What follows belongs to an exercise in optimizing a design on an open flow for small area, a short achievable clock period and few clock cycles; a production flow would make more cautious choices.
The RTL was checked by simulation tests, not by an equivalence proof against the original design.
Power figures rest on the tool's default switching activity, not on a simulated workload.

==> flow/design.v (outline; a module is shown in full before it is edited, if it fits) <==
// module pipectrl: 44 lines
// module program_counter: 28 lines
// module inst_fetch: 27 lines
// module regfiles: 27 lines
// module csrfile: 206 lines
// module decode: 180 lines
// module mul: 82 lines
// module div: 92 lines
// module exe: 251 lines
// module mem: 150 lines
// module writeback: 42 lines
// module forwarding: 90 lines
// module coretop: 358 lines
module coretop (
    input wire rst_i,
    input wire clk_i,
    input wire [32-1:0] rom_data_i,
    output reg [32-1:0] rom_addr_o,
    input wire [32-1:0] ram_data_i,
    output reg [32-1:0] ram_addr_o,
    output reg [32-1:0] ram_wdata_o,
    output reg ram_we_o,
    output reg ram_req_o,
    input wire timer_irq_i,
    input wire software_irq_i,
    input wire external_irq_i  
);
  // ...
==> flow/run.sh <==
#!/bin/bash
# synth_recipe.tcl (not shown) runs the flow's synth.tcl, then flattens the netlist and writes it again
# the make line also repeats each setting of config.mk as NAME=value (left out here)
make -C /OpenROAD-flow-scripts/flow DESIGN_CONFIG=/design/flow/config.mk WORK_HOME=/design/flow/orfs CLKGATE_MAP_FILE= SYNTH_SCRIPT=/design/flow/synth_recipe.tcl finish
==> flow/config.mk <==
export PLATFORM = sky130hd
export DESIGN_NAME = coretop
export DESIGN_NICKNAME = coretop
export VERILOG_FILES = /design/flow/design.v
export SDC_FILE = /design/flow/constraint.sdc
export NUM_CORES = 4
export LEC_CHECK = 0
export CAP_MARGIN = 20
export CORE_MARGIN = 2
export CORE_UTILIZATION = 40
export SLEW_MARGIN = 20
==> flow/constraint.sdc <==
create_clock -name core_clock -period 12.0 [get_ports {clk_i}]
set_input_delay 2.4000 -clock core_clock [delete_from_list [all_inputs] [get_ports {clk_i}]]
set_output_delay 2.4000 -clock core_clock [all_outputs]
set_load 0.01 [all_outputs]
==> summary.txt, run 1 <==
Synthesis
  – Yosys warnings: 49
  – Post-Synth XOR/XNOR Area: 2.97%
  – Top cells by count, synth: nand2_1 (1810), edfxtp_1 (1356), a21oi_1 (1169), nor2_1 (1101), and2_1 (1075)
  – Synthesized cell area: 137000 um^2
  – Multiplexer share of the synthesized area: 13.9%
  – Number of enable flip-flop cells after synthesis: 1356

Job
  – Maxcap violations: 0

Timing
  – Setup violators final: 0
  – Worst slew margin: 12.2%
  – Fin worst setup slack: 2.38 ns
  – Post-layout min period: 9.62 ns
  – Fin crit share: 80.1%

Clocking
  – Resize count post-CTS: 0
  – Hold buffer count at cts: 0
  – CTS tree: built
  – Inserted Clock Buffers: 268
  – Root Buffer Master: clkbuf_16

Final layout
  – CLK BUF: 362
  – Invs w/o clock: 242
  – Largest register FFs: 1024
  – Antenna cells: 22
  – Synthesis-to-layout area growth: 11.3%
  – Multi-input logic portion of the cell area: 48.0%
  – NumNets Final: 13973
  – Leading cell kind: multi-input combinational cells
  – Fraction of area in registers: 38.8%
  – Share of layout cells above drive strength 1: 13.2%
  – Area of the multi-input gates: 73100 um^2

Power
  – Max IR drop VDD: 0.000156 V
  – Total sequential power: 9760 uW
  – Leak: 0.0533 uW
  – Sw frac: 40.1%
  – Comb power frac: 36.2%

Critical path
  – Critical Path AT: 10.25 ns
  – Worst path bufs/invs: 2
  – Critical path required time: 12.64 ns
  – R2R depth: 21
  – Setup crit end: decode0.pc_o[31]$_DFFE_PP_

Outcome
  – Status: no timing/DRC/antenna violations

Routing
  – Drt total wl: 602000 um

GRT
  – GRT met2 Usage: 49.6%
  – Number of global-route vias before repair: 108882
  – Global route total overflow: 0

Min path
  – Hold depth: 0

Placed design
  – Pre-CTS setup slack: 2.73 ns
Testbench counts, summed over its fixed seeds: cycles 66,944.
==> module regfiles, before the edit <==
module regfiles(
    input wire rst_i,
    input wire clk_i,
    input wire [4:0]rs1_addr_i,
    input wire [4:0]rs2_addr_i,
    input wire [4:0]rd_addr_i,
    input wire [32-1:0] rd_data_i,
    input wire rd_we_i,
    output reg [32-1:0] rs1_data_o,
    output reg [32-1:0] rs2_data_o
);
reg [32-1:0] x[0:31];
wire we = rd_we_i & (|rd_addr_i);   
assign rs1_data_o = (we & (rs1_addr_i == rd_addr_i)) ? rd_data_i : x[rs1_addr_i];
assign rs2_data_o = (we & (rs2_addr_i == rd_addr_i)) ? rd_data_i : x[rs2_addr_i];
integer i;
always @(posedge clk_i)begin
    if(rst_i)begin
        for (i=0;i<32;i=i+1)
        x[i] <= 0;
    end else begin
        if(we) begin
            x[rd_addr_i] <= rd_data_i;
        end
    end
end
endmodule
==> module csrfile, before the edit <==
module csrfile (
    input wire clk_i,
    input wire rst_i,
    input wire timer_irq_i,
    input wire software_irq_i,
    input wire external_irq_i,  
    input wire [11:0] csr_raddr_i,
    input wire [32-1:0] mempc_i,
    input wire system_ret_i,
    input wire [32-1:0] exception_i,
    input wire [32-1:0] exceptionpc_i,
    input wire csr_we_i,
    input wire [11:0] csr_waddr_i,
    input wire [32-1:0] csr_wdata_i,
    output reg [32-1:0] csr_rdata_o,
    output reg [32-1:0] trap_entry_o,
    output reg trap_taken_o,
    output reg [32-1:0] system_retaddr_o,
    output reg system_ret_o
);
wire [32-1:0] mvendorid = 0;
wire [32-1:0] marchid = 0;
wire [32-1:0] mimpid = 0;
wire [32-1:0] mhartid = 0;
reg [32-1:0] misa;
wire [1:0]  mxl = 2'b01 ;  
wire [25:0] mextensions = 26'b00000000000001000100000000;  
assign misa = {mxl, 4'b0, mextensions};
reg [32-1:0] mstatus;
reg [32-1:0] mip;  
reg [32-1:0] mie;
reg [32-1:0] mtvec;
reg [32-1:0] mcounteren;
reg [32-1:0] mscratch;  
reg [32-1:0] mepc;
reg [32-1:0] mcause;
reg [32-1:0] mtval;
reg [63:0] mcycle;   
always @(posedge clk_i) begin  
    if (rst_i) begin
        mip <= 0;
    end else begin
        mip <= {20'b0, external_irq_i, 3'b0, timer_irq_i, 3'b0, software_irq_i, 3'b0} & mie;
    end
end
always @(posedge clk_i) begin  
    if (rst_i) begin
        mie <= 0;
    end else if (csr_we_i && csr_waddr_i == 12'h304) begin
        mie <= {20'b0,csr_wdata_i[11],3'b0,csr_wdata_i[7],3'b0,csr_wdata_i[3],3'b0};  
    end else begin
        mie <= mie;
    end
end
always @(posedge clk_i) begin  
    if (rst_i) begin
        mcycle <= 64'b0;
    end else if (csr_we_i) begin
        case (csr_waddr_i)
            12'hB00 :
                mcycle [31:0] <= csr_wdata_i;
            12'hB80 :
                mcycle [63:32] <= csr_wdata_i;
            default : mcycle <= mcycle;
        endcase
    end else begin
        mcycle <= mcycle + 1;
    end
end
always @(posedge clk_i) begin  
    if (rst_i) begin
        mstatus <=  {19'b0, 2'b11, 7'b0, 1'b1, 3'b0};  
    end else if (trap_taken) begin
        mstatus[3] <= 0;  
        mstatus[7] <= mstatus[3];  
    end else if (system_ret_i) begin
        mstatus[3] <= mstatus[7];  
        mstatus[7] <= 1;  
    end else if (csr_we_i && csr_waddr_i == 12'h300) begin
        mstatus <= csr_wdata_i; 
    end else begin
        mstatus <= mstatus;
    end
end
always @(posedge clk_i) begin  
    if (rst_i) begin
        mcause <= 0;
    end else if (trap_taken) begin
        mcause <= interrupt_cause;
    end else if (csr_we_i && csr_waddr_i == 12'h342) begin
        mcause <= csr_wdata_i; 
    end else begin
        mcause <= mcause;
    end
end
always @(posedge clk_i) begin  
    if (rst_i) begin
        mtvec <= 0;
    end else if (csr_we_i && csr_waddr_i == 12'h305) begin
        mtvec <= csr_wdata_i; 
    end else begin
        mtvec <= mtvec;
    end
end
always @(posedge clk_i) begin  
    if (rst_i) begin
        mtval <= 0;
    end else if (csr_we_i && csr_waddr_i == 12'h343) begin
        mtval <= csr_wdata_i; 
    end else begin
        mtval <= mtval;
    end
end
always @(posedge clk_i) begin  
    if (rst_i) begin
        mepc <= 0;
    end else if (exception_i != 0) begin
        mepc <= exceptionpc_i;    
    end else if (trap_taken && (exception_i == 0)) begin
        mepc <= mempc_i;
    end else if (csr_we_i && csr_waddr_i == 12'h341) begin
        mepc <= csr_wdata_i; 
    end else begin
        mepc <= mepc;
    end
end
always @(posedge clk_i) begin  
    if (rst_i) begin
        mscratch <= 0;
    end else if (csr_we_i && csr_waddr_i == 12'h340) begin
        mscratch <= csr_wdata_i; 
    end else begin
        mscratch <= mscratch;
    end
end
always @(posedge clk_i) begin  
    if (rst_i) begin
        mcounteren <= 0;
    end else if (csr_we_i && csr_waddr_i == 12'h306) begin
        mcounteren <= csr_wdata_i; 
    end else begin
        mcounteren <= mcounteren;
    end
end
always @ (*) begin  
    if ((csr_waddr_i == csr_raddr_i) && (csr_we_i)) begin   
        csr_rdata_o = csr_wdata_i;
    end else begin
        case (csr_raddr_i)
            12'hF11: csr_rdata_o = mvendorid;
            12'hF12: csr_rdata_o = marchid;
            12'hF13: csr_rdata_o = mimpid;
            12'hF14: csr_rdata_o = mhartid;
            12'h301: csr_rdata_o = misa;
            12'hB00, 12'hC00: csr_rdata_o = mcycle[31:0];
            12'hB80, 12'hC80: csr_rdata_o = mcycle[63:32];
            12'h300: csr_rdata_o = mstatus;
            12'h304: csr_rdata_o = mie;
            12'h305: csr_rdata_o = mtvec;
            12'h340: csr_rdata_o = mscratch;
            12'h341: csr_rdata_o = mepc;
            12'h342: csr_rdata_o = mcause;
            12'h344: csr_rdata_o = mip;
            12'h343: csr_rdata_o = mtval;
            default: csr_rdata_o = 0;
        endcase  
    end 
end 
reg [32-1:0] interrupt_cause;  
reg [32-1:0] trap_entry;
reg trap_taken;
wire [32-1:0] mtvec_base;
assign mtvec_base = {mtvec[31:2],2'b00};
always @(*) begin
    trap_taken = 0;
    interrupt_cause = 0;
    trap_entry = 0;
    if (mstatus[3] & (exception_i == 0)) begin
        if (external_irq_i & mie[11]) begin
            trap_taken = 1;
            interrupt_cause = {1'b1,27'b0,4'd11};
            trap_entry = (mtvec[1:0] == 2'b00)? mtvec_base:mtvec_base + (interrupt_cause[30:0] << 2);
        end else if (timer_irq_i & mie[7]) begin
            trap_taken = 1;
            interrupt_cause = {1'b1,27'b0,4'd7};
            trap_entry = (mtvec[1:0] == 2'b00)? mtvec_base:mtvec_base + (interrupt_cause[30:0] << 2);
        end else if (software_irq_i & mie[3]) begin
            trap_taken = 1;
            interrupt_cause = {1'b1,27'b0,4'd3};
            trap_entry = (mtvec[1:0] == 2'b00)? mtvec_base:mtvec_base + (interrupt_cause[30:0] << 2);
        end else begin
            trap_taken = 0;
            interrupt_cause = 0;
            trap_entry = 0;
        end
    end else if (exception_i != 0) begin
        trap_taken= 1;
        interrupt_cause = exception_i;
        trap_entry = mtvec_base;
    end 
end
assign trap_taken_o = trap_taken;
assign trap_entry_o = trap_entry;
assign system_ret_o = system_ret_i;
assign system_retaddr_o = mepc ;
endmodule
==> module coretop, before the edit <==
module coretop (
    input wire rst_i,
    input wire clk_i,
    input wire [32-1:0] rom_data_i,
    output reg [32-1:0] rom_addr_o,
    input wire [32-1:0] ram_data_i,
    output reg [32-1:0] ram_addr_o,
    output reg [32-1:0] ram_wdata_o,
    output reg ram_we_o,
    output reg ram_req_o,
    input wire timer_irq_i,
    input wire software_irq_i,
    input wire external_irq_i  
);
assign rom_addr_o = pc_wire;
assign ram_addr_o  = memrom_ramaddr;
assign ram_wdata_o = memrom_ramdata;
assign ram_we_o    = memrom_memwe;
assign ram_req_o = memrom_memre | memrom_memwe ;
assign romif_inst = rom_data_i;
assign rommem_ramdata = ram_data_i;
wire [32-1:0] pipectrlpc_jumpaddr;
wire pipectrlpc_je;
wire [32-1:0] pipectrlpc_trapentry;
wire pipectrlpc_traptaken;
wire [32-1:0]pipectrlpc_retaddr;
wire pipectrlpc_ret;
wire pipectrl_stallpc;
wire pipectrl_stallif;
wire pipectrl_stallid;
wire pipectrl_stallexe;
wire pipectrl_stallmem;
wire pipectrl_stallwb;
wire pipectrl_flushif;
wire pipectrl_flushid; 
wire pipectrl_flushexe;
wire pipectrl_flushmem;
wire[32-1:0] pc_wire;
wire [32-1:0] romif_inst;
wire [32-1:0] rommem_ramdata;
wire[32-1:0] ifid_inst;
wire[32-1:0] ifid_pc;
wire[32-1:0] regid_data1;
wire[32-1:0] regid_data2;
wire[4:0] idreg_addr1;
wire[4:0] idreg_addr2;
wire [11:0] idcsr_addr;
wire [32-1:0] csrid_data;
wire[32-1:0] idexe_pc;
wire[32-1:0] idexe_imm;
wire[4:0] idexe_rdaddr;
wire idexe_we;
wire [2:0]idexe_optype;
wire [2:0]idexe_opfunc3;
wire idexe_shiftsel;
wire idexe_addsubsel;
wire idexe_typesel;
wire idexe_memwe;
wire idexe_memre;
wire idexe_csrwe;
wire idexe_system_ret;
wire [32-1:0] idexe_exception;
wire [32-1:0] idexe_exceptionpc;
wire[32-1:0] idfwd_rs1;
wire[32-1:0] idfwd_rs2;
wire [4:0] idfwd_addr1;
wire [4:0] idfwd_addr2;
wire [11:0] idfwd_csraddr;  
wire [32-1:0] idfwd_csrdata;
wire idpipectrl_loadusehazard;
wire [32-1:0] fwdexe_rs1;
wire [32-1:0] fwdexe_rs2;
wire [32-1:0] fwdexe_csrdata;
wire [32-1:0] exemem_pc;
wire [4:0] exemem_rdaddr;
wire [32-1:0]exemem_rddata;
wire exemem_we;
wire [32-1:0] exemem_memaddr;
wire exemem_memre;
wire exemem_memwe;
wire [2:0]exemem_opfunc3;
wire [11:0] exemem_csraddr;
wire [32-1:0] exemem_csrdata;
wire exemem_csrwe;
wire exemem_system_ret;
wire [32-1:0] exemem_exception;
wire [32-1:0] exemem_exceptionpc;
wire [32-1:0] exepipe_jumpaddr;
wire exepipe_je;
wire exepipe_stall;
wire[4:0] memwb_rdaddr;
wire[32-1:0] memwb_rddata;
wire memwb_we;
wire [11:0] memwb_csraddr;
wire [32-1:0] memwb_csrdata;
wire memwb_csrwe;
wire [32-1:0] memcsr_pc;
wire memcsr_system_ret;
wire [32-1:0] memcsr_exception;
wire [32-1:0] memcsr_exceptionpc;
wire [32-1:0] memrom_ramaddr;
wire [32-1:0] memrom_ramdata;
wire memrom_memwe;
wire memrom_memre;
wire [4:0] wbreg_rdaddr;
wire [32-1:0] wbreg_rddata;
wire wbreg_we;
wire [11:0] wbcsr_csraddr;
wire [32-1:0] wbcsr_csrdata;
wire wbcsr_csrwe;
wire clint_software_irq = software_irq_i;
wire clint_timer_irq = timer_irq_i;
wire clint_external_irq = external_irq_i;
wire [32-1:0] csrpipe_entry;
wire csrpipe_taken;
wire [32-1:0] csrpipe_retaddr;
wire csrpipe_ret;
wire [32-1:0] fwd_retaddr = (memwb_csrwe && memwb_csraddr == 12'h341) ? memwb_csrdata :
                               (wbcsr_csrwe && wbcsr_csraddr == 12'h341) ? wbcsr_csrdata : csrpipe_retaddr;
pipectrl pipectrl0 (
    .loaduse_hazard_i(idpipectrl_loadusehazard),
    .jump_addr_i(exepipe_jumpaddr),
    .je_i(exepipe_je),
    .mtype_stall_i(exepipe_stall),
    .trap_entry_i(csrpipe_entry),
    .trap_taken_i(csrpipe_taken),
    .system_ret_i(csrpipe_ret),
    .system_retaddr_i(fwd_retaddr),
    .jump_addr_o(pipectrlpc_jumpaddr),
    .je_o(pipectrlpc_je),
    .stallpc_o(pipectrl_stallpc),
    .trap_taken_o(pipectrlpc_traptaken),
    .trap_entry_o(pipectrlpc_trapentry),
    .system_ret_o(pipectrlpc_ret),
    .system_retaddr_o(pipectrlpc_retaddr),
    .stallif_o(pipectrl_stallif),
    .flushif_o(pipectrl_flushif),
    .flushid_o(pipectrl_flushid),
    .stallid_o(pipectrl_stallid),
    .stallexe_o(pipectrl_stallexe),
    .flushexe_o(pipectrl_flushexe),
    .stallmem_o(pipectrl_stallmem),
    .flushmem_o(pipectrl_flushmem),
    .stallwb_o(pipectrl_stallwb)
);
program_counter program_counter0(
    .clk_i(clk_i),
    .rst_i(rst_i),
    .pc_o(pc_wire),
    .stall_i(pipectrl_stallpc),
    .jump_addr_i(pipectrlpc_jumpaddr),
    .je_i(pipectrlpc_je),
    .trap_entry_i(pipectrlpc_trapentry),
    .trap_taken_i(pipectrlpc_traptaken),
    .system_ret_i(pipectrlpc_ret),
    .system_retaddr_i(pipectrlpc_retaddr)
);
inst_fetch inst_fetch0(
    .clk_i(clk_i),
    .rst_i(rst_i),
    .stall_i(pipectrl_stallif),
    .flush_i(pipectrl_flushif),
    .inst_i(romif_inst),
    .pc_i(pc_wire), 
    .inst_o(ifid_inst),
    .pc_o(ifid_pc)
);
regfiles regfiles0(
    .clk_i(clk_i),
    .rst_i(rst_i),
    .rs1_addr_i(idreg_addr1),
    .rs2_addr_i(idreg_addr2),
    .rd_addr_i(wbreg_rdaddr),
    .rd_data_i(wbreg_rddata),
    .rd_we_i(wbreg_we),
    .rs1_data_o(regid_data1),
    .rs2_data_o(regid_data2)
);
csrfile csrflie0 (
    .clk_i(clk_i),
    .rst_i(rst_i),
    .timer_irq_i(clint_timer_irq),
    .software_irq_i(clint_software_irq),
    .external_irq_i(clint_external_irq),
    .csr_raddr_i(idcsr_addr),
    .mempc_i(memcsr_pc),
    .system_ret_i(memcsr_system_ret),
    .exception_i(memcsr_exception),
    .exceptionpc_i(memcsr_exceptionpc),
    .csr_waddr_i(wbcsr_csraddr),
    .csr_wdata_i(wbcsr_csrdata),
    .csr_we_i(wbcsr_csrwe),
    .csr_rdata_o(csrid_data),
    .trap_entry_o(csrpipe_entry),
    .trap_taken_o(csrpipe_taken),
    .system_ret_o(csrpipe_ret),
    .system_retaddr_o(csrpipe_retaddr)
);
decode decode0(
    .clk_i(clk_i),
    .rst_i(rst_i),
    .flush_i(pipectrl_flushid),
    .stall_i(pipectrl_stallid),
    .inst_i(ifid_inst),
    .pc_i(ifid_pc),
    .reg_data1_i(regid_data1),
    .reg_data2_i(regid_data2),
    .csr_data_i(csrid_data),
    .rs1_addr_o(idreg_addr1),
    .rs2_addr_o(idreg_addr2),
    .pc_o(idexe_pc),
    .imm_o(idexe_imm),
    .rd_addr_o(idexe_rdaddr),
    .rd_we_o(idexe_we),
    .optype_o(idexe_optype),
    .opfunc3_o(idexe_opfunc3),
    .shiftsel_o(idexe_shiftsel),
    .addsubsel_o(idexe_addsubsel),
    .typesel_o(idexe_typesel),
    .mem_re_o(idexe_memre),
    .mem_we_o(idexe_memwe),
    .csr_we_o(idexe_csrwe),
    .system_ret_o(idexe_system_ret),
    .exception_o(idexe_exception),
    .exceptionpc_o(idexe_exceptionpc),
    .csr_addr_o(idcsr_addr),
    .rs1_o(idfwd_rs1),
    .rs2_o(idfwd_rs2),
    .fwd_raddr1_o(idfwd_addr1),
    .fwd_raddr2_o(idfwd_addr2),
    .fwd_csr_addr_o(idfwd_csraddr),
    .fwd_csr_data_o(idfwd_csrdata),
    .loaduse_hazard_o(idpipectrl_loadusehazard)
);
exe exe0(
    .clk_i(clk_i),
    .rst_i(rst_i),
    .stall_i(pipectrl_stallexe),
    .flush_i(pipectrl_flushexe),
    .jump_addr_o(exepipe_jumpaddr),
    .je_o(exepipe_je),
    .mtype_stall_o(exepipe_stall),
    .pc_i(idexe_pc),
    .imm_i(idexe_imm),
    .rd_addr_i(idexe_rdaddr),
    .rd_we_i(idexe_we),
    .optype_i(idexe_optype),
    .opfunc3_i(idexe_opfunc3),
    .shiftsel_i(idexe_shiftsel),
    .addsubsel_i(idexe_addsubsel),
    .typesel_i(idexe_typesel),
    .mem_re_i(idexe_memre),
    .mem_we_i(idexe_memwe),
    .csr_addr_i(idfwd_csraddr),
    .csr_we_i(idexe_csrwe),
    .system_ret_i(idexe_system_ret),
    .exception_i(idexe_exception),
    .exceptionpc_i(idexe_exceptionpc),
    .pc_o(exemem_pc),
    .rd_addr_o(exemem_rdaddr),
    .rd_data_o(exemem_rddata),
    .rd_we_o(exemem_we),
    .mem_addr_o(exemem_memaddr),
    .mem_re_o(exemem_memre),
    .mem_we_o(exemem_memwe),
    .opfunc3_o(exemem_opfunc3),
    .csr_addr_o(exemem_csraddr),
    .csr_data_o(exemem_csrdata),
    .csr_we_o(exemem_csrwe),
    .system_ret_o(exemem_system_ret),
    .exception_o(exemem_exception),
    .exceptionpc_o(exemem_exceptionpc),
    .rs1_i(fwdexe_rs1),
    .rs2_i(fwdexe_rs2),
    .csr_data_i(fwdexe_csrdata)
);
mem mem0(
    .clk_i(clk_i),
    .rst_i(rst_i),
    .stall_i(pipectrl_stallmem),
    .flush_i(pipectrl_flushmem),
    .pc_i(exemem_pc),
    .rd_addr_i(exemem_rdaddr),
    .rd_data_i(exemem_rddata),
    .rd_we_i(exemem_we),
    .mem_addr_i(exemem_memaddr),
    .mem_re_i(exemem_memre),
    .mem_we_i(exemem_memwe),
    .opfunc3_i(exemem_opfunc3),
    .csr_addr_i(exemem_csraddr),
    .csr_data_i(exemem_csrdata),
    .csr_we_i(exemem_csrwe),
    .system_ret_i(exemem_system_ret),
    .exception_i(exemem_exception),
    .exceptionpc_i(exemem_exceptionpc),
    .ram_data_i(rommem_ramdata),
    .ram_addr_o(memrom_ramaddr),
    .ram_data_o(memrom_ramdata),
    .ram_we_o(memrom_memwe),
    .ram_re_o(memrom_memre),
    .rd_addr_o(memwb_rdaddr),
    .rd_data_o(memwb_rddata),
    .rd_we_o(memwb_we),
    .csr_addr_o(memwb_csraddr),
    .csr_data_o(memwb_csrdata),
    .csr_we_o(memwb_csrwe),
    .pc_o(memcsr_pc),
    .system_ret_o(memcsr_system_ret),
    .exception_o(memcsr_exception),
    .exceptionpc_o(memcsr_exceptionpc)
);
writeback writeback0(
    .clk_i(clk_i),
    .rst_i(rst_i),
    .stall_i(pipectrl_stallwb),
    .rd_addr_i(memwb_rdaddr),
    .rd_data_i(memwb_rddata),
    .rd_we_i(memwb_we),
    .csr_addr_i(memwb_csraddr),
    .csr_data_i(memwb_csrdata),
    .csr_we_i(memwb_csrwe),
    .rd_addr_o(wbreg_rdaddr),
    .rd_data_o(wbreg_rddata),
    .rd_we_o(wbreg_we),
    .csr_addr_o(wbcsr_csraddr),
    .csr_data_o(wbcsr_csrdata),
    .csr_we_o(wbcsr_csrwe)
);
forwarding forwarding0(
    .rs1_addr_i(idfwd_addr1),
    .rs2_addr_i(idfwd_addr2),
    .rs1_data_i(idfwd_rs1),
    .rs2_data_i(idfwd_rs2),
    .csr_addr_i(idfwd_csraddr),
    .csr_data_i(idfwd_csrdata),
    .exe_rdaddr_i(exemem_rdaddr),
    .exe_rddata_i(exemem_rddata),
    .exe_rdwe(exemem_we),
    .exe_csraddr_i(exemem_csraddr),
    .exe_csrdata_i(exemem_csrdata),
    .exe_csrwe_i(exemem_csrwe),
    .mem_rdaddr_i(memwb_rdaddr),
    .mem_rddata_i(memwb_rddata),
    .mem_rdwe(memwb_we),
    .mem_csraddr_i(memwb_csraddr),
    .mem_csrdata_i(memwb_csrdata),
    .mem_csrwe_i(memwb_csrwe),
    .wb_rdaddr_i(wbreg_rdaddr),
    .wb_rddata_i(wbreg_rddata),
    .wb_rdwe(wbreg_we),
    .wb_csraddr_i(wbcsr_csraddr),
    .wb_csrdata_i(wbcsr_csrdata),
    .wb_csrwe_i(wbcsr_csrwe),
    .rs1_data_o(fwdexe_rs1),
    .rs2_data_o(fwdexe_rs2),
    .csr_data_o(fwdexe_csrdata)
);
endmodule
==> inputs of run 2 (changes only) <==
==> flow/design.v (replaced) <==
module regfiles(
    input wire clk_i,
    input wire [4:0] rs1_addr_i,
    input wire [4:0] rs2_addr_i,
    input wire [4:0] rd_addr_i,
    input wire [32-1:0] rd_data_i,
    input wire rd_we_i,
    output wire [32-1:0] rs1_data_o,
    output wire [32-1:0] rs2_data_o
);
reg [32-1:0] x[1:31];
assign rs1_data_o = (rs1_addr_i == 5'd0) ? 32'd0 : x[rs1_addr_i];
assign rs2_data_o = (rs2_addr_i == 5'd0) ? 32'd0 : x[rs2_addr_i];
always @(posedge clk_i) begin
    if (rd_we_i)
        x[rd_addr_i] <= rd_data_i;
end
endmodule
module csrfile (
    input wire clk_i,
    input wire rst_i,
    input wire timer_irq_i,
    input wire software_irq_i,
    input wire external_irq_i,
    input wire [11:0] addr_i,
    input wire [2:0] op_i,           
    input wire [32-1:0] src_i,    
    input wire csr_i,                
    output reg [32-1:0] rdata_o,
    input wire trap_i,               
    input wire [32-1:0] trap_pc_i,
    input wire [32-1:0] trap_cause_i,
    input wire mret_i,               
    output wire irq_o,               
    output wire [3:0] irq_cause_o,
    output wire [32-1:0] mtvec_o,
    output wire [32-1:0] mepc_o
);
reg [32-1:0] mstatus, mtvec, mscratch, mepc, mcause, mtval;
reg [2:0] mie;       
reg [2:0] mip;       
reg [63:0] mcycle;
wire [32-1:0] mie_w = {20'b0, mie[2], 3'b0, mie[1], 3'b0, mie[0], 3'b0};
wire [32-1:0] mip_w = {20'b0, mip[2], 3'b0, mip[1], 3'b0, mip[0], 3'b0};
always @(*) begin
    case (addr_i)
        12'h301: rdata_o = 32'h40001100;
        12'h300: rdata_o = mstatus;
        12'h304: rdata_o = mie_w;
        12'h305: rdata_o = mtvec;
        12'h340: rdata_o = mscratch;
        12'h341: rdata_o = mepc;
        12'h342: rdata_o = mcause;
        12'h343: rdata_o = mtval;
        12'h344: rdata_o = mip_w;
        12'hB00, 12'hC00: rdata_o = mcycle[31:0];
        12'hB80, 12'hC80: rdata_o = mcycle[63:32];
        default: rdata_o = 32'd0;
    endcase
end
wire [32-1:0] wdata = (op_i[1:0] == 2'b01) ? src_i :
                         (op_i[1:0] == 2'b10) ? (rdata_o | src_i) : (rdata_o & ~src_i);
wire we = csr_i & ((op_i[1:0] == 2'b01) | (src_i != 32'd0));
always @(posedge clk_i) begin
    if (rst_i) begin
        mstatus <= 32'h00001808;
        mtvec <= 0;
        mscratch <= 0;
        mepc <= 0;
        mcause <= 0;
        mtval <= 0;
        mie <= 0;
        mip <= 0;
        mcycle <= 0;
    end else begin
        mip <= {external_irq_i, timer_irq_i, software_irq_i} & mie;
        if (we && addr_i == 12'hB00)
            mcycle[31:0] <= wdata;
        else if (we && addr_i == 12'hB80)
            mcycle[63:32] <= wdata;
        else
            mcycle <= mcycle + 64'd1;
        if (trap_i) begin
            mstatus[3] <= 1'b0;
            mstatus[7] <= mstatus[3];
            mepc <= trap_pc_i;
            mcause <= trap_cause_i;
        end else if (mret_i) begin
            mstatus[3] <= mstatus[7];
            mstatus[7] <= 1'b1;
        end else if (we) begin
            case (addr_i)
                12'h300: mstatus <= wdata;
                12'h304: mie <= {wdata[11], wdata[7], wdata[3]};
                12'h305: mtvec <= wdata;
                12'h340: mscratch <= wdata;
                12'h341: mepc <= wdata;
                12'h342: mcause <= wdata;
                12'h343: mtval <= wdata;
                default: ;
            endcase
        end
    end
end
wire ext = external_irq_i & mie[2];
wire tim = timer_irq_i & mie[1];
wire sw  = software_irq_i & mie[0];
assign irq_o = mstatus[3] & (ext | tim | sw);
assign irq_cause_o = ext ? 4'd11 : tim ? 4'd7 : 4'd3;
assign mtvec_o = mtvec;
assign mepc_o = mepc;
endmodule
module muldiv (
    input wire clk_i,
    input wire rst_i,
    input wire start_i,              
    input wire kill_i,               
    input wire [2:0] f3_i,
    input wire [32-1:0] a_i,
    input wire [32-1:0] b_i,
    output reg done_o,
    output reg [32-1:0] result_o
);
reg busy;
reg iter;                
reg [4:0] cnt;
reg [32:0] hr;           
reg [31:0] lq;           
reg [32:0] md;           
reg negq, negr;
wire isdiv = f3_i[2];
wire isrem = f3_i[1];
wire dsigned = ~f3_i[0];
wire sa = f3_i[1] ^ f3_i[0];     
wire sb = (f3_i[1:0] == 2'b01);  
wire [32:0] mop = busy ? md : {sa & a_i[31], a_i};
wire [7:0] ch = busy ? lq[7:0] : b_i[7:0];
wire chs = busy & (cnt == 5'd0) & sb & lq[7];
wire [32:0] hin = busy ? hr : 33'd0;
wire signed [41:0] t = $signed(hin) + $signed(mop) * $signed({chs, ch});
wire [23:0] lsrc = busy ? lq[31:8] : b_i[31:8];
wire opzero = (a_i == 32'd0) | (b_i == 32'd0);
wire [31:0] absa = (dsigned & a_i[31]) ? -a_i : a_i;
wire [31:0] absb = (dsigned & b_i[31]) ? -b_i : b_i;
function [5:0] clz32(input [31:0] v);
    integer i;
    reg found;
    begin
        clz32 = 6'd32;
        found = 1'b0;
        for (i = 31; i >= 0; i = i - 1)
            if (!found && v[i]) begin
                clz32 = 31 - i;
                found = 1'b1;
            end
    end
endfunction
wire [5:0] clzq = clz32(lq);
wire [5:0] clzd = clz32(md[31:0]);
wire dzero = (md[31:0] == 32'd0);
wire dsmall = (clzd < clzq);              
wire [4:0] dd = clzd[4:0] - clzq[4:0];   
wire [63:0] sh = {32'd0, lq} << (5'd31 - dd);
wire [33:0] diff = {1'b0, hr[31:0], lq[31]} - {2'b0, md[31:0]};
wire qb = ~diff[33];
wire [31:0] rnew = qb ? diff[31:0] : {hr[30:0], lq[31]};
wire [31:0] qnew = {lq[30:0], qb};
reg [31:0] fin;
reg neg;
always @(*) begin
    done_o = 1'b0;
    fin = 32'd0;
    neg = 1'b0;
    result_o = 32'd0;
    if (!isdiv) begin
        if (!busy) begin
            done_o = opzero;
        end else begin
            done_o = (cnt == 5'd0);
        end
        result_o = (f3_i[1:0] == 2'b00) ? {t[7:0], lq[31:8]} : t[39:8];
        if (!busy) result_o = 32'd0;
    end else begin
        if (busy && !iter) begin
            done_o = dzero | dsmall;
            fin = isrem ? lq : (dzero ? 32'hFFFFFFFF : 32'd0);
            neg = isrem & negr;
        end else if (busy && iter) begin
            done_o = (cnt == 5'd0);
            fin = isrem ? rnew : qnew;
            neg = isrem ? negr : negq;
        end
        result_o = neg ? -fin : fin;
    end
end
always @(posedge clk_i) begin
    if (rst_i || kill_i || !start_i) begin
        busy <= 1'b0;
        iter <= 1'b0;
    end else if (!isdiv) begin
        if (!busy) begin
            if (!opzero) begin
                busy <= 1'b1;
                cnt <= 5'd2;
            end
        end else begin
            cnt <= cnt - 5'd1;
            if (cnt == 5'd0) busy <= 1'b0;
        end
    end else begin
        if (!busy) begin
            busy <= 1'b1;
            iter <= 1'b0;
        end else if (!iter) begin
            if (dzero | dsmall) begin
                busy <= 1'b0;
            end else begin
                iter <= 1'b1;
                cnt <= dd;
            end
        end else begin
            cnt <= cnt - 5'd1;
            if (cnt == 5'd0) begin
                busy <= 1'b0;
                iter <= 1'b0;
            end
        end
    end
end
always @(posedge clk_i) begin
    if (!isdiv) begin
        hr <= t[40:8];
        lq <= {t[7:0], lsrc};
        if (!busy) md <= mop;
    end else if (!busy) begin
        lq <= absa;
        md <= {1'b0, absb};
        negq <= dsigned & (a_i[31] ^ b_i[31]);
        negr <= dsigned & a_i[31];
    end else if (!iter) begin
        hr <= {1'b0, sh[63:32]};
        lq <= sh[31:0];
    end else begin
        hr <= {1'b0, rnew};
        lq <= qnew;
    end
end
endmodule
module coretop (
    input wire rst_i,
    input wire clk_i,
    input wire [32-1:0] rom_data_i,
    output wire [32-1:0] rom_addr_o,
    input wire [32-1:0] ram_data_i,
    output wire [32-1:0] ram_addr_o,
    output wire [32-1:0] ram_wdata_o,
    output wire ram_we_o,
    output wire ram_req_o,
    input wire timer_irq_i,
    input wire software_irq_i,
    input wire external_irq_i
);
reg [31:0] pc;
wire [31:0] inst = rom_data_i;
assign rom_addr_o = pc;
wire [6:0] opc = inst[6:0];
wire [2:0] f3 = inst[14:12];
wire [4:0] rs1 = inst[19:15];
wire [4:0] rs2 = inst[24:20];
wire [4:0] rd = inst[11:7];
wire op_lui   = (opc == 7'b0110111);
wire op_auipc = (opc == 7'b0010111);
wire op_jal   = (opc == 7'b1101111);
wire op_jalr  = (opc == 7'b1100111);
wire op_br    = (opc == 7'b1100011);
wire op_ld    = (opc == 7'b0000011);
wire op_st    = (opc == 7'b0100011);
wire op_imm   = (opc == 7'b0010011);
wire op_reg   = (opc == 7'b0110011);
wire op_sys   = (opc == 7'b1110011);
wire is_m     = op_reg & (inst[31:25] == 7'b0000001);
wire is_csr   = op_sys & (f3 != 3'b000);
wire is_ecall = op_sys & (f3 == 3'b000) & (inst[31:20] == 12'h000);
wire is_mret  = op_sys & (f3 == 3'b000) & (inst[31:20] == 12'h302);
wire use1 = op_jalr | op_br | op_ld | op_st | op_imm | op_reg | (is_csr & ~f3[2]);
wire use2 = op_br | op_st | op_reg;
wire wreg = (op_lui | op_auipc | op_jal | op_jalr | op_ld | op_imm | op_reg | is_csr) & (rd != 5'd0);
wire [31:0] immI = {{20{inst[31]}}, inst[31:20]};
wire [31:0] immS = {{20{inst[31]}}, inst[31:25], inst[11:7]};
wire [31:0] immB = {{20{inst[31]}}, inst[7], inst[30:25], inst[11:8], 1'b0};
wire [31:0] immU = {inst[31:12], 12'b0};
wire [31:0] immJ = {{12{inst[31]}}, inst[19:12], inst[20], inst[30:21], 1'b0};
wire [31:0] imm = op_st ? immS : op_br ? immB : (op_lui | op_auipc) ? immU : immI;
wire pred = op_jal | (op_br & inst[31]);
wire [31:0] pc_tgt = pc + (inst[2] ? immJ : immB);
wire [31:0] pc_seq = pc + 32'd4;
wire [31:0] pc_pred = pred ? pc_tgt : pc_seq;
wire br4 = (immB == 32'd4);      
wire [4:0] wb_rd;
wire [31:0] wb_data;
wire wb_we;
wire [31:0] rf1, rf2;
regfiles regfiles0 (
    .clk_i(clk_i),
    .rs1_addr_i(rs1),
    .rs2_addr_i(rs2),
    .rd_addr_i(wb_rd),
    .rd_data_i(wb_data),
    .rd_we_i(wb_we),
    .rs1_data_o(rf1),
    .rs2_data_o(rf2)
);
wire [31:0] rv1 = (wb_we && wb_rd == rs1) ? wb_data : rf1;
wire [31:0] rv2 = (wb_we && wb_rd == rs2) ? wb_data : rf2;
wire [31:0] a_in = op_lui ? 32'd0 : op_auipc ? pc : (is_csr & f3[2]) ? {27'd0, rs1} : rv1;
reg e_valid;
reg [31:0] e_pc, e_a, e_b, e_imm;
reg [4:0] e_rd;
reg [2:0] e_f3;
reg e_we, e_alu, e_reg, e_sub, e_br, e_jal, e_jalr, e_ld, e_st, e_csr, e_ecall, e_mret, e_m;
reg e_pred, e_br4, e_fa, e_fb;
reg [31:0] m_res, m_sd;
reg [4:0] m_rd;
reg [2:0] m_f3;
reg [3:0] m_be;
reg m_we, m_ld, m_st;
wire [31:0] ea = e_fa ? m_res : e_a;
wire [31:0] eb = e_fb ? m_res : e_b;
wire [31:0] op2 = (e_reg | e_br) ? eb : e_imm;
wire [32:0] sum = {1'b0, ea} + {1'b0, op2 ^ {32{e_sub}}} + {32'd0, e_sub};
wire ltu = ~sum[32];
wire lt = (ea[31] ^ op2[31]) ? ea[31] : sum[31];
wire eq = (ea == op2);
function [31:0] rev32(input [31:0] v);
    integer i;
    begin
        for (i = 0; i < 32; i = i + 1) rev32[i] = v[31 - i];
    end
endfunction
wire shl = (e_f3 == 3'b001);
wire [31:0] shin = shl ? rev32(ea) : ea;
wire [32:0] shx = {e_sub & ea[31] & ~shl, shin};
wire [32:0] shr = $signed(shx) >>> op2[4:0];
wire [31:0] shres = shl ? rev32(shr[31:0]) : shr[31:0];
reg [31:0] alu;
always @(*) begin
    case (e_alu ? e_f3 : 3'b000)
        3'b000: alu = sum[31:0];
        3'b001: alu = shres;
        3'b010: alu = {31'd0, lt};
        3'b011: alu = {31'd0, ltu};
        3'b100: alu = ea ^ op2;
        3'b101: alu = shres;
        3'b110: alu = ea | op2;
        default: alu = ea & op2;
    endcase
end
wire taken = e_f3[2] ? ((e_f3[1] ? ltu : lt) ^ e_f3[0]) : (eq ^ e_f3[0]);
wire [31:0] e_link = e_pc + 32'd4;
wire [31:0] e_btgt = e_pc + e_imm;
wire mispred = e_br & (taken != e_pred) & ~e_br4;
wire redirect = mispred | e_jalr;
wire [31:0] redirect_pc = e_jalr ? {sum[31:1], 1'b0} : (taken ? e_btgt : e_link);
wire md_done;
wire [31:0] md_res;
wire trap;
muldiv muldiv0 (
    .clk_i(clk_i),
    .rst_i(rst_i),
    .start_i(e_m),
    .kill_i(trap),
    .f3_i(e_f3),
    .a_i(ea),
    .b_i(eb),
    .done_o(md_done),
    .result_o(md_res)
);
wire irq;
wire [3:0] irq_cause;
wire [31:0] mtvec, mepc, csr_rdata;
assign trap = irq | e_ecall;
wire [31:0] trap_cause = irq ? {1'b1, 27'd0, irq_cause} : 32'd11;
wire [31:0] trap_pc = e_valid ? e_pc : pc;
wire [31:0] trap_vec = (irq && mtvec[1:0] != 2'b00) ? {mtvec[31:2] + {26'd0, irq_cause}, 2'b00}
                                                    : {mtvec[31:2], 2'b00};
csrfile csrfile0 (
    .clk_i(clk_i),
    .rst_i(rst_i),
    .timer_irq_i(timer_irq_i),
    .software_irq_i(software_irq_i),
    .external_irq_i(external_irq_i),
    .addr_i(e_imm[11:0]),
    .op_i(e_f3),
    .src_i(ea),
    .csr_i(e_csr & ~irq),
    .rdata_o(csr_rdata),
    .trap_i(trap),
    .trap_pc_i(trap_pc),
    .trap_cause_i(trap_cause),
    .mret_i(e_mret & ~irq),
    .irq_o(irq),
    .irq_cause_o(irq_cause),
    .mtvec_o(mtvec),
    .mepc_o(mepc)
);
wire [31:0] e_res = e_m ? md_res : e_csr ? csr_rdata : (e_jal | e_jalr) ? e_link : alu;
wire e_busy = e_m & ~md_done;                           
wire loaduse = e_ld & ((use1 & rs1 == e_rd) | (use2 & rs2 == e_rd));
wire kill_f = trap | e_mret | redirect;                 
wire hold_f = e_busy | loaduse;                         
always @(posedge clk_i) begin
    if (rst_i)
        pc <= 32'd0;
    else if (trap)
        pc <= trap_vec;
    else if (e_mret)
        pc <= mepc;
    else if (redirect)
        pc <= redirect_pc;
    else if (!hold_f)
        pc <= pc_pred;
end
always @(posedge clk_i) begin
    if (rst_i || kill_f || (loaduse && !e_busy)) begin
        e_valid <= 1'b0;
        e_we <= 1'b0; e_br <= 1'b0; e_jal <= 1'b0; e_jalr <= 1'b0; e_ld <= 1'b0;
        e_st <= 1'b0; e_csr <= 1'b0; e_ecall <= 1'b0; e_mret <= 1'b0; e_m <= 1'b0;
        e_fa <= 1'b0; e_fb <= 1'b0;
    end else if (!e_busy) begin
        e_valid <= 1'b1;
        e_we <= wreg; e_br <= op_br; e_jal <= op_jal; e_jalr <= op_jalr; e_ld <= op_ld;
        e_st <= op_st; e_csr <= is_csr; e_ecall <= is_ecall; e_mret <= is_mret; e_m <= is_m;
        e_fa <= use1 & e_we & (rs1 == e_rd);
        e_fb <= use2 & e_we & (rs2 == e_rd);
    end
end
always @(posedge clk_i) begin
    if (!e_busy) begin
        e_pc <= pc;
        e_a <= a_in;
        e_b <= rv2;
        e_imm <= imm;
        e_rd <= rd;
        e_f3 <= f3;
        e_alu <= op_imm | op_reg;
        e_reg <= op_reg;
        e_sub <= op_br | ((op_reg | op_imm) & (f3[2:1] == 2'b01)) |
                 (op_reg & (f3 == 3'b000) & inst[30]) | ((op_reg | op_imm) & (f3 == 3'b101) & inst[30]);
        e_pred <= pred;
        e_br4 <= br4;
    end
end
wire e_done = ~trap & ~e_busy;
always @(posedge clk_i) begin
    if (rst_i || !e_done) begin
        m_we <= 1'b0;
        m_ld <= 1'b0;
        m_st <= 1'b0;
    end else begin
        m_we <= e_we;
        m_ld <= e_ld;
        m_st <= e_st;
    end
end
always @(posedge clk_i) begin
    m_res <= e_res;
    m_rd <= e_rd;
    m_f3 <= e_f3;
    m_sd <= (e_f3[1:0] == 2'b00) ? {4{eb[7:0]}} : (e_f3[1:0] == 2'b01) ? {2{eb[15:0]}} : eb;
    m_be <= (e_f3[1:0] == 2'b00) ? (4'b0001 << sum[1:0]) :
            (e_f3[1:0] == 2'b01) ? (sum[1] ? 4'b1100 : 4'b0011) : 4'b1111;
end
assign ram_addr_o = m_res;
assign ram_req_o = m_ld | m_st;
assign ram_we_o = m_st;
assign ram_wdata_o = {m_be[3] ? m_sd[31:24] : ram_data_i[31:24],
                      m_be[2] ? m_sd[23:16] : ram_data_i[23:16],
                      m_be[1] ? m_sd[15:8]  : ram_data_i[15:8],
                      m_be[0] ? m_sd[7:0]   : ram_data_i[7:0]};
wire [7:0] ld_b = m_res[1] ? (m_res[0] ? ram_data_i[31:24] : ram_data_i[23:16])
                           : (m_res[0] ? ram_data_i[15:8] : ram_data_i[7:0]);
wire [15:0] ld_h = m_res[1] ? ram_data_i[31:16] : ram_data_i[15:0];
wire [31:0] ld_val = (m_f3[1:0] == 2'b00) ? {{24{ld_b[7] & ~m_f3[2]}}, ld_b} :
                     (m_f3[1:0] == 2'b01) ? {{16{ld_h[15] & ~m_f3[2]}}, ld_h} : ram_data_i;
assign wb_we = m_we;
assign wb_rd = m_rd;
assign wb_data = m_ld ? ld_val : m_res;
endmodule
==> run 2 against run 1 <==
Net effect: clock power down 28%; count of clock-buffer cells in the layout shrank 122; clock skew increased by 0.064 ns; non-clock buffer count shrank 12; final cell count is 23% lower; first-iteration DRC count shrank 15%; final area shrank 20%; sequential power decreased by 26%; sequential share of layout area fell by 2.3 points; via count shrank 20%; critical path type unchanged; critical endpoint is now m_res[30]$_DFF_P_.
==> summary.txt, run 2 <==
Critical path
  – Worst stage delay on the critical path: 1.01 ns
  – Worst flop-to-flop path endpoint: m_res[30]$_DFF_P_
  – R2R Setup Slk: 2.43 ns
  – Most repeated library cell on the critical path: fa_1
  – Critical path required time: 12.76 ns (+0.12 ns)
  – Reg2Reg Launch Point: e_fa$_SDFFE_PP0P_
  – CP Launch Type: flop
  – CP Class: reg2reg
  – CP Capture Type: flop
  – R2R depth: 27 (+29%)
  – Slowest cell on crit path: mux2i_1
  – Crit. Startpoint: e_fa$_SDFFE_PP0P_
  – CP max FO: 33
  – Critical Path AT: 10.33 ns (+0.08 ns)
  – Setup crit end: m_res[30]$_DFF_P_

Synthesis
  – Synth Instances: 10367
  – Avg Cell Area, Syn: 10.5 um^2
  – Top-area cell type share of the netlist area: 33.2%
  – Post-synthesis sequential area ratio: 40.8%
  – Yosys warnings: 4 (-92%)
  – Synth async-reset ratio: 0%
  – Unique masters post-synth: 114
  – Synthesized cell area: 109000 um^2 (-20%)
  – Count leader, synth: edfxtp_1
  – Number of enable flip-flop cells after synthesis: 1206 (-11%)
  – Synth area leader: edfxtp_1
  – Top cells by count, synth: edfxtp_1 (1206), nand2_1 (1083), nor2_1 (815), a21oi_1 (763), clkbuf_1 (584)
  – #FFs+latches synth: 1626
  – Post-synth top flop: edfxtp_1
  – Leading post-synthesis cells by cell area: edfxtp_1 (33%), mux4_2 (10%), dfxtp_1 (7.7%)

Floorplanning
  – Starting Density: 40.3%
  – Die W: 527 um
  – Die height: 527 um
  – I/O pin count: 167
  – Site Rows: 191
  – Area of the die: 277000 um^2
  – Core footprint: 271000 um^2

Timing
  – Clock skew: 0.128 ns
  – Unrepaired setup endpoints after global routing: no
  – Hold slack: 0.449 ns
  – Fmax: 104 MHz
  – Final hold vios: 0
  – Worst-margin pin slew: 1.39 ns
  – Post-layout min period: 9.57 ns (-0.0474 ns)
  – Setup violators final: 0 (unchanged)
  – Fin crit share: 79.7% (-0.39 points)
  – Setup TNS: 0 ns
  – Worst slew margin: 6.97% (-5.3 points)
  – Count of final max-slew check failures: 0

Final layout
  – Largest registers: regfiles0.x: 992 flops, csrfile0.mcycle: 64 flops
  – Synthesis-to-layout area growth: 12.0%
  – NumNets Final: 11016 (-21%)
  – Commonest non-fill, non-tap cell in the layout: edfxtp_1
  – Largest register FFs: 992 (-3.1%)
  – Most frequent cells in the layout: edfxtp_1 (1206), nand2_1 (1081), nor2_1 (772), a21oi_1 (760), o21ai_0 (518)
  – Fin area: 122000 um^2
  – Biggest register: regfiles0.x
  – Share of layout cells above drive strength 1: 14.5% (+1.3 points)
  – # fillers: 25058

Placed design
  – Final HPWL DP: 407000 um
  – Area after detailed placement: 116000 um^2
  – Gpl congestion: 1.09
  – IO Port Bufs: 166

GRT
  – Largest net degree at the start of global routing: 133
  – Global-route wire length before repair: 752000 um
  – Global route total overflow: 0 (unchanged)
  – Number of global-route vias before repair: 89329 (-18%)
  – Initial antenna violation count: 27
  – Gr usage total: 38.8%

Routing
  – Residual DRC: 0
  – Via Count: 94871
  – DR WL/cell: 39.3 um
  – Routed Antenna Nets: 0
  – Vias per cell: 6.73
  – Pre-antenna DRT Iters: 13
  – Drt initial violations: 15008
  – Drt total wl: 555000 um (-7.8%)

Min path
  – Worst Hold Class: reg2reg
  – Min-delay src: csrfile0.mcause[30]$_SDFFE_PP0P_

Clocking
  – Clock Latency Late Sink: 0.93 ns
  – CTS tree: built
  – Resize count post-CTS: 0 (unchanged)
  – Clock transition at path regs: 0.06 ns
  – Setup repair bufs after CTS: 0
  – H-tree depth: 4
  – Root Buffer Master: clkbuf_16
  – CTS Sinks: 1626
  – Inserted Clock Buffers: 187 (-30%)
  – CTS Buffer Depth: 4
  – Hold buffer count at cts: 0 (unchanged)

Power
  – Leak: 0.0444 uW (-17%)
  – Pwr dens: 222 nW/um^2
  – Max IR drop VDD: 0.000249 V (+60%)

Job
  – Maxcap violations: 0 (unchanged)

Outcome
  – Status: no timing/DRC/antenna violations
-- run 2: worst min path at each step --
stage	cells past startpoint	end	slack [ns]
final	2	csrfile0.mcause[30]$_SDFFE_PP0P_	0.45
after global routing	2	csrfile0.mtval[20]$_SDFFE_PP0P_	0.46
after global placement	2	e_valid$_SDFFE_PP0P_	0.43
after CTS	2	e_valid$_SDFFE_PP0P_	0.45
after floorplan	0	m_f3[2]$_DFF_P_	0.34
after detailed placement	2	e_valid$_SDFFE_PP0P_	0.43
-- run 2: kinds of logic (layout without fill, tap and decap cells) --
kind of cell / after synthesis / in the layout / synth area share [%]
AND/OR/NAND/NOR: 2846 / 2846 / 11.8
multiplexers: 1114 / 1114 / 15.9
other: 0 / 17 / 0
flip-flops: 1626 / 1626 / 40.8
adder cells (fa/ha/maj): 576 / 576 / 8.49
XOR/XNOR: 378 / 378 / 3.04
buffers and inverters: 1204 / 1355 / 4.24
AO/OA/AOI/OAI: 2623 / 2623 / 15.7
-- run 2: report_power, final --
group	switching, uW	internal, uW
Clock	2530	3430
Sequential	441	6810
Combinational	9600	4320
-- run 2: area by class of cell --
type,instances,area [um^2],share of cell area (%)
multi-input combinational,7537,60700,49.6
sequential,1626,44600,36.5
clock buffer,240,4970,4.06
timing repair buffer,559,4660,3.81
tap,3570,4470,3.65
inverter,460,1740,1.42
clock inverter,96,1170,0.956
antenna,17,42.5,0.0348
-- run 2: worst max-delay path: cells and delay by family (launching register included) --
kind                     cells  cell delay, ns
multiplexers                 2            1.11
AND/OR/NAND/NOR              5            1.16
flip-flops                   1            0.51
adder cells (fa/ha/maj)      6            2.84
buffers and inverters        4            1.44
XOR/XNOR                     1            0.18
AO/OA/AOI/OAI                9            2.22
-- run 2: layer usage --
metal  GRT usage (%)  vias to the layer above  part of all wire (%)
met5               0                        -                0.0088
met4            23.8                        8                   7.4
met3            8.54                     1263                    10
met2            57.4                     6352                    43
met1            51.7                    48253                    39
li1                -                    38995                     -
-- run 2: through the flow --
stage	utilization [%]	cells	power (uW)	worst slack (ns)
after CTS	45.1	14088	26600	2.81
after global placement	42.8	13749	20700	2.89
after global routing	45.1	14089	27900	2.23
after floorplan	-	10367	14800	3.97
after detailed placement	42.8	13752	20700	2.80
final	45.1	14105	27100	2.43
Testbench counts of run 2, summed over its fixed seeds: cycles 31,524.
==> inputs of run 3 (changes only) <==
--- a/flow/design.v
+++ b/flow/design.v
@@ -122,7 +122,7 @@
     output reg [32-1:0] result_o
 );
 reg busy;
-reg iter;                
+reg [1:0] ph;
 reg [4:0] cnt;
 reg [32:0] hr;           
 reg [31:0] lq;           
@@ -160,43 +160,35 @@
 wire dzero = (md[31:0] == 32'd0);
 wire dsmall = (clzd < clzq);              
 wire [4:0] dd = clzd[4:0] - clzq[4:0];   
-wire [63:0] sh = {32'd0, lq} << (5'd31 - dd);
-wire [33:0] diff = {1'b0, hr[31:0], lq[31]} - {2'b0, md[31:0]};
-wire qb = ~diff[33];
-wire [31:0] rnew = qb ? diff[31:0] : {hr[30:0], lq[31]};
-wire [31:0] qnew = {lq[30:0], qb};
-reg [31:0] fin;
-reg neg;
+wire [63:0] sh = {32'd0, lq} << {~dd[4:1], 1'b0};
+wire [33:0] diff1 = {1'b0, hr[31:0], lq[31]} - {2'b0, md[31:0]};
+wire qb1 = ~diff1[33];
+wire [31:0] r1 = qb1 ? diff1[31:0] : {hr[30:0], lq[31]};
+wire [33:0] diff2 = {1'b0, r1, lq[30]} - {2'b0, md[31:0]};
+wire qb2 = ~diff2[33];
+wire [31:0] rnew = qb2 ? diff2[31:0] : {r1[30:0], lq[30]};
+wire [31:0] qnew = {lq[29:0], qb1, qb2};
+localparam PH_SETUP = 2'd0, PH_ITER = 2'd1, PH_FIX = 2'd2;
+wire negf = isrem ? negr : negq;
+wire [31:0] fin_iter = isrem ? rnew : qnew;
+wire [31:0] fin = (ph == PH_FIX) ? (isrem ? hr[31:0] : lq) :
+                  (isrem ? lq : (dzero ? 32'hFFFFFFFF : 32'd0));
+wire negs = (ph == PH_FIX) ? negf : (isrem & negr);
+wire [31:0] fin_neg = negs ? -fin : fin;
 always @(*) begin
-    done_o = 1'b0;
-    fin = 32'd0;
-    neg = 1'b0;
-    result_o = 32'd0;
     if (!isdiv) begin
-        if (!busy) begin
-            done_o = opzero;
-        end else begin
-            done_o = (cnt == 5'd0);
-        end
-        result_o = (f3_i[1:0] == 2'b00) ? {t[7:0], lq[31:8]} : t[39:8];
-        if (!busy) result_o = 32'd0;
+        done_o = busy ? (cnt == 5'd0) : opzero;
+        result_o = !busy ? 32'd0 : (f3_i[1:0] == 2'b00) ? {t[7:0], lq[31:8]} : t[39:8];
     end else begin
-        if (busy && !iter) begin
-            done_o = dzero | dsmall;
-            fin = isrem ? lq : (dzero ? 32'hFFFFFFFF : 32'd0);
-            neg = isrem & negr;
-        end else if (busy && iter) begin
-            done_o = (cnt == 5'd0);
-            fin = isrem ? rnew : qnew;
-            neg = isrem ? negr : negq;
-        end
-        result_o = neg ? -fin : fin;
+        done_o = busy & ((ph == PH_SETUP) ? (dzero | dsmall) :
+                         (ph == PH_ITER) ? ((cnt == 5'd0) & ~negf) : 1'b1);
+        result_o = (ph == PH_ITER) ? fin_iter : fin_neg;
     end
 end
 always @(posedge clk_i) begin
     if (rst_i || kill_i || !start_i) begin
         busy <= 1'b0;
-        iter <= 1'b0;
+        ph <= PH_SETUP;
     end else if (!isdiv) begin
         if (!busy) begin
             if (!opzero) begin
@@ -210,20 +202,27 @@
     end else begin
         if (!busy) begin
             busy <= 1'b1;
-            iter <= 1'b0;
-        end else if (!iter) begin
+            ph <= PH_SETUP;
+        end else if (ph == PH_SETUP) begin
             if (dzero | dsmall) begin
                 busy <= 1'b0;
             end else begin
-                iter <= 1'b1;
-                cnt <= dd;
+                ph <= PH_ITER;
+                cnt <= {1'b0, dd[4:1]};
             end
-        end else begin
+        end else if (ph == PH_ITER) begin
             cnt <= cnt - 5'd1;
             if (cnt == 5'd0) begin
-                busy <= 1'b0;
-                iter <= 1'b0;
+                if (negf) begin
+                    ph <= PH_FIX;
+                end else begin
+                    busy <= 1'b0;
+                    ph <= PH_SETUP;
+                end
             end
+        end else begin
+            busy <= 1'b0;
+            ph <= PH_SETUP;
         end
     end
 end
@@ -237,10 +236,10 @@
         md <= {1'b0, absb};
         negq <= dsigned & (a_i[31] ^ b_i[31]);
         negr <= dsigned & a_i[31];
-    end else if (!iter) begin
+    end else if (ph == PH_SETUP) begin
         hr <= {1'b0, sh[63:32]};
         lq <= sh[31:0];
-    end else begin
+    end else if (ph == PH_ITER) begin
         hr <= {1'b0, rnew};
         lq <= qnew;
     end
@@ -261,6 +260,9 @@
     input wire external_irq_i
 );
 reg [31:0] pc;
+wire [32:0] sum;
+reg e_sumres;
+reg [4:0] e_rd;
 wire [31:0] inst = rom_data_i;
 assign rom_addr_o = pc;
 wire [6:0] opc = inst[6:0];
@@ -291,10 +293,11 @@
 wire [31:0] immU = {inst[31:12], 12'b0};
 wire [31:0] immJ = {{12{inst[31]}}, inst[19:12], inst[20], inst[30:21], 1'b0};
 wire [31:0] imm = op_st ? immS : op_br ? immB : (op_lui | op_auipc) ? immU : immI;
-wire pred = op_jal | (op_br & inst[31]);
-wire [31:0] pc_tgt = pc + (inst[2] ? immJ : immB);
+wire jr_fwd = op_jalr & e_sumres & (rs1 == e_rd);
+wire pred = op_jal | (op_br & inst[31]) | jr_fwd;
+wire [31:0] pc_tgt = (jr_fwd ? sum[31:0] : pc) + (~inst[2] ? immB : inst[3] ? immJ : immI);
 wire [31:0] pc_seq = pc + 32'd4;
-wire [31:0] pc_pred = pred ? pc_tgt : pc_seq;
+wire [31:0] pc_pred = pred ? {pc_tgt[31:1], 1'b0} : pc_seq;
 wire br4 = (immB == 32'd4);      
 wire [4:0] wb_rd;
 wire [31:0] wb_data;
@@ -315,10 +318,9 @@
 wire [31:0] a_in = op_lui ? 32'd0 : op_auipc ? pc : (is_csr & f3[2]) ? {27'd0, rs1} : rv1;
 reg e_valid;
 reg [31:0] e_pc, e_a, e_b, e_imm;
-reg [4:0] e_rd;
 reg [2:0] e_f3;
 reg e_we, e_alu, e_reg, e_sub, e_br, e_jal, e_jalr, e_ld, e_st, e_csr, e_ecall, e_mret, e_m;
-reg e_pred, e_br4, e_fa, e_fb;
+reg e_pred, e_br4, e_fa, e_fb, e_jmp;
 reg [31:0] m_res, m_sd;
 reg [4:0] m_rd;
 reg [2:0] m_f3;
@@ -327,7 +329,7 @@
 wire [31:0] ea = e_fa ? m_res : e_a;
 wire [31:0] eb = e_fb ? m_res : e_b;
 wire [31:0] op2 = (e_reg | e_br) ? eb : e_imm;
-wire [32:0] sum = {1'b0, ea} + {1'b0, op2 ^ {32{e_sub}}} + {32'd0, e_sub};
+assign sum = {1'b0, ea} + {1'b0, op2 ^ {32{e_sub}}} + {32'd0, e_sub};
 wire ltu = ~sum[32];
 wire lt = (ea[31] ^ op2[31]) ? ea[31] : sum[31];
 wire eq = (ea == op2);
@@ -403,7 +405,7 @@
     .mtvec_o(mtvec),
     .mepc_o(mepc)
 );
-wire [31:0] e_res = e_m ? md_res : e_csr ? csr_rdata : (e_jal | e_jalr) ? e_link : alu;
+wire [31:0] e_res = e_m ? md_res : e_csr ? csr_rdata : e_jmp ? e_link : alu;
 wire e_busy = e_m & ~md_done;                           
 wire loaduse = e_ld & ((use1 & rs1 == e_rd) | (use2 & rs2 == e_rd));
 wire kill_f = trap | e_mret | redirect;                 
@@ -425,10 +427,12 @@
         e_valid <= 1'b0;
         e_we <= 1'b0; e_br <= 1'b0; e_jal <= 1'b0; e_jalr <= 1'b0; e_ld <= 1'b0;
         e_st <= 1'b0; e_csr <= 1'b0; e_ecall <= 1'b0; e_mret <= 1'b0; e_m <= 1'b0;
+        e_sumres <= 1'b0;
         e_fa <= 1'b0; e_fb <= 1'b0;
     end else if (!e_busy) begin
         e_valid <= 1'b1;
-        e_we <= wreg; e_br <= op_br; e_jal <= op_jal; e_jalr <= op_jalr; e_ld <= op_ld;
+        e_we <= wreg; e_br <= op_br; e_jal <= op_jal; e_jalr <= op_jalr & ~jr_fwd; e_ld <= op_ld;
+        e_sumres <= wreg & (op_lui | op_auipc | (op_imm & f3 == 3'b000) | (op_reg & ~is_m & f3 == 3'b000));
         e_st <= op_st; e_csr <= is_csr; e_ecall <= is_ecall; e_mret <= is_mret; e_m <= is_m;
         e_fa <= use1 & e_we & (rs1 == e_rd);
         e_fb <= use2 & e_we & (rs2 == e_rd);
@@ -448,6 +452,7 @@
                  (op_reg & (f3 == 3'b000) & inst[30]) | ((op_reg | op_imm) & (f3 == 3'b101) & inst[30]);
         e_pred <= pred;
         e_br4 <= br4;
+        e_jmp <= op_jal | op_jalr;
     end
 end
 wire e_done = ~trap & ~e_busy;
--- a/flow/config.mk
+++ b/flow/config.mk
@@ -8,4 +8,5 @@
 export CAP_MARGIN = 20
 export CORE_MARGIN = 2
 export CORE_UTILIZATION = 40
+export SETUP_SLACK_MARGIN = 5
 export SLEW_MARGIN = 20
==> run 3 against run 2 <==
Net effect: utilization up 1.7 points; routed wire length up 6.1%; sequential share of layout area down 2.0 points; highest routed layer unchanged; sequential cell count up 2; count of clock-buffer cells in the layout up 7; clock skew down 0.0088 ns; largest power group unchanged.
==> summary.txt, run 3 <==
Synthesis
  – Avg Cell Area, Syn: 10.5 um^2 (+0.11%)
  – Synthesized cell area: 112000 um^2 (+2.5%)
  – #FFs+latches synth: 1628 (+0.12%)
  – Unique masters post-synth: 107 (-6.1%)
  – Top-area cell type share of the netlist area: 33.2% (+0.078 points)
  – Yosys warnings: 4 (unchanged)
  – Post-synth top flop: edfxtp_1
  – Synth area leader: edfxtp_1
  – Post-synthesis sequential area ratio: 40.2% (-0.66 points)
  – Top cells by count, synth: edfxtp_1 (1239), nor2_1 (982), nand2_1 (786), a21oi_1 (667), clkbuf_1 (600)
  – Count leader, synth: edfxtp_1
  – Synth Instances: 10614 (+2.4%)
  – Synth async-reset ratio: 0% (unchanged)
  – Leading post-synthesis cells by cell area: edfxtp_1 (33%), mux4_2 (8.7%), dfxtp_1 (7.0%)
  – Number of enable flip-flop cells after synthesis: 1239 (+2.7%)

Floorplanning
  – I/O pin count: 167 (unchanged)
  – Die W: 533 um (+1.2%)
  – Core footprint: 279000 um^2 (+2.8%)
  – Die height: 533 um (+1.2%)
  – Site Rows: 194 (+1.6%)
  – Starting Density: 40.1% (-0.13 points)
  – Area of the die: 284000 um^2 (+2.5%)

Routing
  – Vias per cell: 6.82 (+1.4%)
  – Pre-antenna DRT Iters: 9 (-4)
  – Drt total wl: 588000 um (+6.1%)
  – Routed Antenna Nets: 0 (unchanged)
  – Residual DRC: 0 (unchanged)
  – Via Count: 100403 (+5.8%)
  – DR WL/cell: 40.0 um (+1.6%)
  – Drt initial violations: 16550 (+10%)

Critical path
  – CP max FO: 7 (-79%)
  – CP Capture Type: flop
  – CP Launch Type: flop
  – Most repeated library cell on the critical path: fa_1
  – Reg2Reg Launch Point: m_res[16]$_DFF_P_
  – Worst stage delay on the critical path: 0.60 ns (-0.41 ns)
  – Slowest cell on crit path: fa_1
  – CP Class: reg2reg
  – R2R Setup Slk: 4.78 ns (+2.35 ns)
  – Crit. Startpoint: m_res[16]$_DFF_P_
  – Worst path bufs/invs: 7 (+3)
  – Critical path required time: 12.67 ns (-0.09 ns)
  – Worst path top cell family by delay: adder cells
  – Critical Path AT: 7.89 ns (-2.44 ns)

GRT
  – Largest net degree at the start of global routing: 128 (-3.8%)
  – Initial antenna violation count: 54 (+100%)
  – Global route total overflow: 0 (unchanged)
  – Number of global-route vias before repair: 94667 (+6.0%)
  – Gr usage total: 39.8% (+1.0 points)
  – Global-route wire length before repair: 793000 um (+5.4%)

Timing
  – Worst slew margin: 10.7% (+3.7 points)
  – Post-layout min period: 7.22 ns (-2.35 ns)
  – Fmax: 138 MHz (+32%)
  – Setup violators final: 0 (unchanged)
  – Worst-margin pin slew: 1.34 ns (-0.0472 ns)
  – Setup TNS: 0 ns (unchanged)
  – Count of final max-slew check failures: 0 (unchanged)
  – Final hold vios: 0 (unchanged)
  – Unrepaired setup endpoints after global routing: yes
  – Clock skew: 0.119 ns (-0.00882 ns)
  – Fin crit share: 60.2% (-20 points)

Min path
  – Min-delay src: e_rd[2]$_DFFE_PP_
  – Worst Hold Class: reg2reg

Clocking
  – CTS Sinks: 1628 (+0.12%)
  – H-tree depth: 4 (unchanged)
  – Inserted Clock Buffers: 190 (+1.6%)
  – CTS Buffer Depth: 4 (unchanged)
  – Root Buffer Master: clkbuf_16
  – CTS tree: built
  – Hold buffer count at cts: 0 (unchanged)
  – Clock transition at path regs: 0.07 ns (about the same)
  – Clock Latency Late Sink: 0.92 ns (about the same)

Placed design
  – IO Port Bufs: 166 (unchanged)
  – Area after detailed placement: 119000 um^2 (+2.6%)
  – Gpl congestion: 1.09 (+0.34%)
  – Final HPWL DP: 416000 um (+2.2%)
  – Placed Cells: 14153 (+2.9%)

Final layout
  – Commonest non-fill, non-tap cell in the layout: edfxtp_1
  – Fin cells: 14723 (+4.4%)
  – Fin area: 131000 um^2 (+6.7%)
  – Share of layout cells above drive strength 1: 19.4% (+4.8 points)
  – Most frequent cells in the layout: edfxtp_1 (1239), nor2_1 (903), nand2_1 (775), a21oi_1 (610), o21ai_0 (548)
  – Synthesis-to-layout area growth: 16.6%
  – Largest register FFs: 992 (unchanged)
  – Biggest register: regfiles0.x
  – Largest registers: regfiles0.x: 992 flops, csrfile0.mcycle: 64 flops
  – NumNets Final: 11503 (+4.4%)

Power
  – Pwr dens: 245 nW/um^2 (+10%)
  – Total Power: 31900 uW (+18%)
  – Max IR drop VDD: 0.000376 V (+51%)
  – Leak: 0.0468 uW (+5.4%)

Job
  – Maxcap violations: 0 (unchanged)

Outcome
  – Status: no timing/DRC/antenna violations
-- run 3: cell type report --
class | count | area, um^2
sequential | 1628 | 45000
tap | 3724 | 4660
antenna | 26 | 65.1
timing repair buffer | 781 | 7430
inverter | 488 | 1930
clock buffer | 247 | 5240
multi-input combinational | 7737 | 65200
fill | 25547 | 148000
clock inverter | 92 | 1000
-- run 3: final timing paths --
kind	endpoint	cells after the start
setup / recovery	m_res[30]$_DFF_P_	28
hold / removal	m_rd[2]$_DFF_P_	0
setup reg to reg	m_res[30]$_DFF_P_	28
hold reg to reg	m_rd[2]$_DFF_P_	0
-- run 3: layer usage --
layer / up-vias / track usage (%) / wire [um]
li1: 40739 / - / -
met1: 50557 / 51.2 / 221000
met2: 7354 / 58.6 / 250000
met3: 1715 / 11.2 / 69900
met4: 38 / 26.0 / 47300
met5: - / 0 / 275
-- run 3: through the flow --
step | hold WS, ns | util [%] | setup slack (ns)
final | 0.449 | 46.8 | 4.78
after global routing | 0.465 | 46.8 | 4.71
after CTS | 0.453 | 46.0 | 4.92
after detailed placement | 0.435 | 42.7 | 2.73
after global placement | 0.431 | 42.7 | 2.79
after floorplan | 0.359 | - | 5.02
-- run 3: cells by family (layout without fill, tap and decap cells) --
family / count (synthesis) / in the layout / synth area share [%]
buf+inv: 1251 / 1608 / 4.31
other cells: 0 / 26 / 0
compound gates: 2806 / 2806 / 16.7
mux: 1220 / 1220 / 16.1
flops: 1628 / 1628 / 40.2
xor+xnor: 383 / 383 / 3.00
simple gates: 2718 / 2720 / 11.1
fa+ha+maj: 608 / 608 / 8.65
-- run 3: what timing repair did --
action / in CTS / in global routing
hold endpoints to repair: 0 / 0
resized for setup: 418 / 260
pin swaps: 22 / 84
buffers inserted: 93 / 92
setup endpoints to repair: 126 / 101
cloned: 12 / 6
-- run 3: power breakdown --
group / leakage [uW] / internal (uW) / switching, uW / total (uW)
combinational: 0.0290 / 6570 / 12100 / 18700
sequential: 0.0147 / 6810 / 462 / 7270
clock: 0.00303 / 3460 / 2550 / 6020
total: 0.0468 / 16800 / 15100 / 31900
Testbench counts of run 3, summed over its fixed seeds: cycles 29,173.

Check on run 3: ideal ports give 4.776 ns setup slack; a clkbuf_16 on the clock port and buf_2 on the inputs give 4.776 ns; moving port delays by the midpoint clock arrival (0.971 ns) as well gives 4.220 ns.
